What follows belongs to an exercise in optimizing a design on an open flow for small area and a short achievable clock period; a production flow would make more cautious choices.
In this exercise RTL edits were held to simulation tests only and were not proved equivalent to the original.

## puzzle3_2
module puzzle3_2 (
    input clk,
    input rst_n,
    input [3:0] data_in,
    input wr_en,
    input bank_end,
    output logic [63:0] sum
);
Size in the first run: about 9000 sq um of cells after synthesis.
==> flow/config.mk <==
export PLATFORM = sky130hd
export DESIGN_NAME = puzzle3_2
export DESIGN_NICKNAME = puzzle3_2
export VERILOG_FILES = /design/flow/design.v
export SDC_FILE = /design/flow/constraint.sdc
export NUM_CORES = 4
export LEC_CHECK = 0
export ABC_AREA = 1
export CAP_MARGIN = 20
export CORE_MARGIN = 2
export CORE_UTILIZATION = 50
export SLEW_MARGIN = 20
==> flow/constraint.sdc <==
create_clock -name core_clock -period 1000.0 [get_ports {clk}]
set_input_delay 200.0000 -clock core_clock [delete_from_list [all_inputs] [get_ports {clk}]]
set_output_delay 200.0000 -clock core_clock [all_outputs]
set_load 0.01 [all_outputs]
standard.sh (not shown) runs the stock make flow with config.mk's settings and CLKGATE_MAP_FILE= SYNTH_SCRIPT=/design/flow/synth_recipe.tcl, a recipe that flattens the netlist after the stock synthesis.
==> flow/flow/run.sh <==
#!/bin/bash
# Layout flow: the standard synthesis; half adders with one output
# unused turned into plain gates; the combinational logic then re-mapped
# by ABC with a stronger area script, three random seeds, the smallest
# result kept (registers and adder cells untouched); then the standard
# layout with buf_1 port buffers and a clock tree of clkbuf_8 without
# dummy loads.
set -eo pipefail
R=$PWD/orfs/results/sky130hd/puzzle3_2/base
bash standard.sh $R/1_2_yosys.v > 1_standard_synth.log 2>&1
cp $R/1_2_yosys.v synth_standard.v
python3 flow/prep.py synth_standard.v synth_prep.v > 2_prep.log 2>&1
for s in 1 2 3; do
  bash flow/reopt.sh synth_prep.v reopt_$s.v $s > reopt_$s.ys
  yosys -s reopt_$s.ys > 3_reopt_$s.log 2>&1 &
done
wait
best=$(for s in 1 2 3; do
  if [[ -s reopt_$s.v ]] && grep -q 'End of script' 3_reopt_$s.log; then
    echo "$(grep 'Chip area' 3_reopt_$s.log | tail -1 | awk '{print $NF}') $s"
  fi
done | sort -g | head -1 | awk '{print $2}')
echo "kept seed $best" > 3_reopt_pick.log
cp reopt_$best.v $R/1_2_yosys.v
export BUFFER_PORTS_ARGS="-buffer_cell sky130_fd_sc_hd__buf_1"
export CTS_ARGS="-sink_clustering_enable -repair_clock_nets -dont_use_dummy_load -buf_list sky130_fd_sc_hd__clkbuf_8"
bash standard.sh finish > 4_standard_layout.log 2>&1
==> flow/flow/reopt.sh <==
#!/bin/bash
# Writes a Yosys script that re-maps the combinational logic of a mapped
# netlist ($1) with a stronger ABC script (random seed $3) and writes the
# result to $2. Flip-flops, adder cells and tie cells are kept as they are,
# so every register keeps its name and cell type.
LIB=$FLOW_HOME/platforms/sky130hd/lib/sky130_fd_sc_hd__tt_025C_1v80.lib
DU=$(cat $(dirname $0)/dontuse.txt)
cat <<EOT
read_liberty -ignore_miss_func $LIB
read_verilog $1
hierarchy -top $FLOW_TOP
setattr -mod -set blackbox 1 sky130_fd_sc_hd__df* sky130_fd_sc_hd__edf* sky130_fd_sc_hd__sdf* sky130_fd_sc_hd__sedf* sky130_fd_sc_hd__dl* sky130_fd_sc_hd__fa_* sky130_fd_sc_hd__ha_* sky130_fd_sc_hd__conb_*
flatten
opt_clean
stat -liberty $LIB
abc -liberty $LIB $DU -script +strash;&get,-n;&deepsyn,-T,40,-S,$3;&dch,-f;&nf,-R,1000;&put
opt_clean -purge
stat -liberty $LIB
write_verilog -noattr -nohex -nodec $2
EOT
Other scripts of this flow, unchanged in this note and not shown: flow/flow/dontuse.txt, flow/flow/prep.py
The first run completed with no timing, DRC or antenna violations.
Next try:
==> flow/flow/run.sh (replaced) <==
#!/bin/bash
# Layout flow: the standard synthesis, then its combinational logic
# re-mapped by ABC with a stronger area script (registers and adder cells
# untouched), then the standard layout with small port buffers and
# clock tree synthesis without dummy loads.
set -eo pipefail
R=$PWD/orfs/results/sky130hd/puzzle3_2/base
bash standard.sh $R/1_2_yosys.v > 1_standard_synth.log 2>&1
cp $R/1_2_yosys.v synth_standard.v
python3 flow/prep.py synth_standard.v synth_prep.v > 2_prep.log 2>&1
bash flow/reopt.sh synth_prep.v $R/1_2_yosys.v > reopt.ys
yosys -s reopt.ys > 3_reopt.log 2>&1
export BUFFER_PORTS_ARGS="-buffer_cell sky130_fd_sc_hd__buf_1"
export CTS_ARGS="-sink_clustering_enable -repair_clock_nets -dont_use_dummy_load -buf_list sky130_fd_sc_hd__clkbuf_8"
bash standard.sh finish > 4_standard_layout.log 2>&1
==> flow/flow/reopt.sh (replaced) <==
#!/bin/bash
# Writes a Yosys script that re-maps the combinational logic of a mapped
# netlist ($1) with a stronger ABC script and writes the result to $2.
# Flip-flops, latches, adder cells and tie cells are kept as they are, so
# every register keeps its name and cell type.
LIB=$FLOW_HOME/platforms/sky130hd/lib/sky130_fd_sc_hd__tt_025C_1v80.lib
DU=$(cat $(dirname $0)/dontuse.txt)
cat <<EOT
read_liberty -ignore_miss_func $LIB
read_verilog $1
hierarchy -top $FLOW_TOP
setattr -mod -set blackbox 1 sky130_fd_sc_hd__df* sky130_fd_sc_hd__edf* sky130_fd_sc_hd__sdf* sky130_fd_sc_hd__sedf* sky130_fd_sc_hd__dl* sky130_fd_sc_hd__fa_* sky130_fd_sc_hd__ha_* sky130_fd_sc_hd__conb_*
flatten
opt_clean
stat -liberty $LIB
abc -liberty $LIB $DU -script +strash;&get,-n;&deepsyn,-T,60;&dch,-f;&nf,-R,1000;&put
opt_clean -purge
stat -liberty $LIB
write_verilog -noattr -nohex -nodec $2
EOT
Effect: The changed run produced a clean layout. Design area is higher by 0.67%. Area after synthesis is higher by 0.65%. Clock-buffer cell count stays the same. Utilization is higher by 0.18 points. Critical path depth stays the same. Sequential share of layout area is lower by 0.28 points.
Next try:
CORE_UTILIZATION = 65   (was 50)
What happened:
- The changed run produced a clean layout
- final cell count decreases by a few percent
- count of clock-buffer cells in the layout stays the same
- hold slack is better by 0.022 ns
- setup slack is about the same
- synthesized cell count stays the same
- die area shrinks by about a fifth

[afterwards: timing with drivers on the ports]
In the flow no input, the clock included, has a driving cell. The finished layouts below were timed again as built, in two steps. Step 1: set_driving_cell puts a clkbuf_16 on clk and a buf_2 on each other input, an assumption about the parent block. Step 2, shift: input delay + t, output delay - t, t = (earliest + latest rising clock arrival at the registers) / 2. This alone moves slack from input paths to output paths. Three values: ideal, step 1, step 2; two values: the first two.
| run | t (ns) | setup slack, ns | worst setup path at the end |
|---|---|---|---|
| the first run | 0.488 | 798.946 / 798.906 / 799.245 | input, reset recovery |
| the second run | 0.490 | 798.977 / 798.935 / 799.225 | input, reset recovery |
| the third run | 0.493 | 798.974 / 798.937 / 799.388 | input, reset recovery |
After both steps every run listed still meets setup and hold. The worst setup slack also covers recovery checks on asynchronous resets.
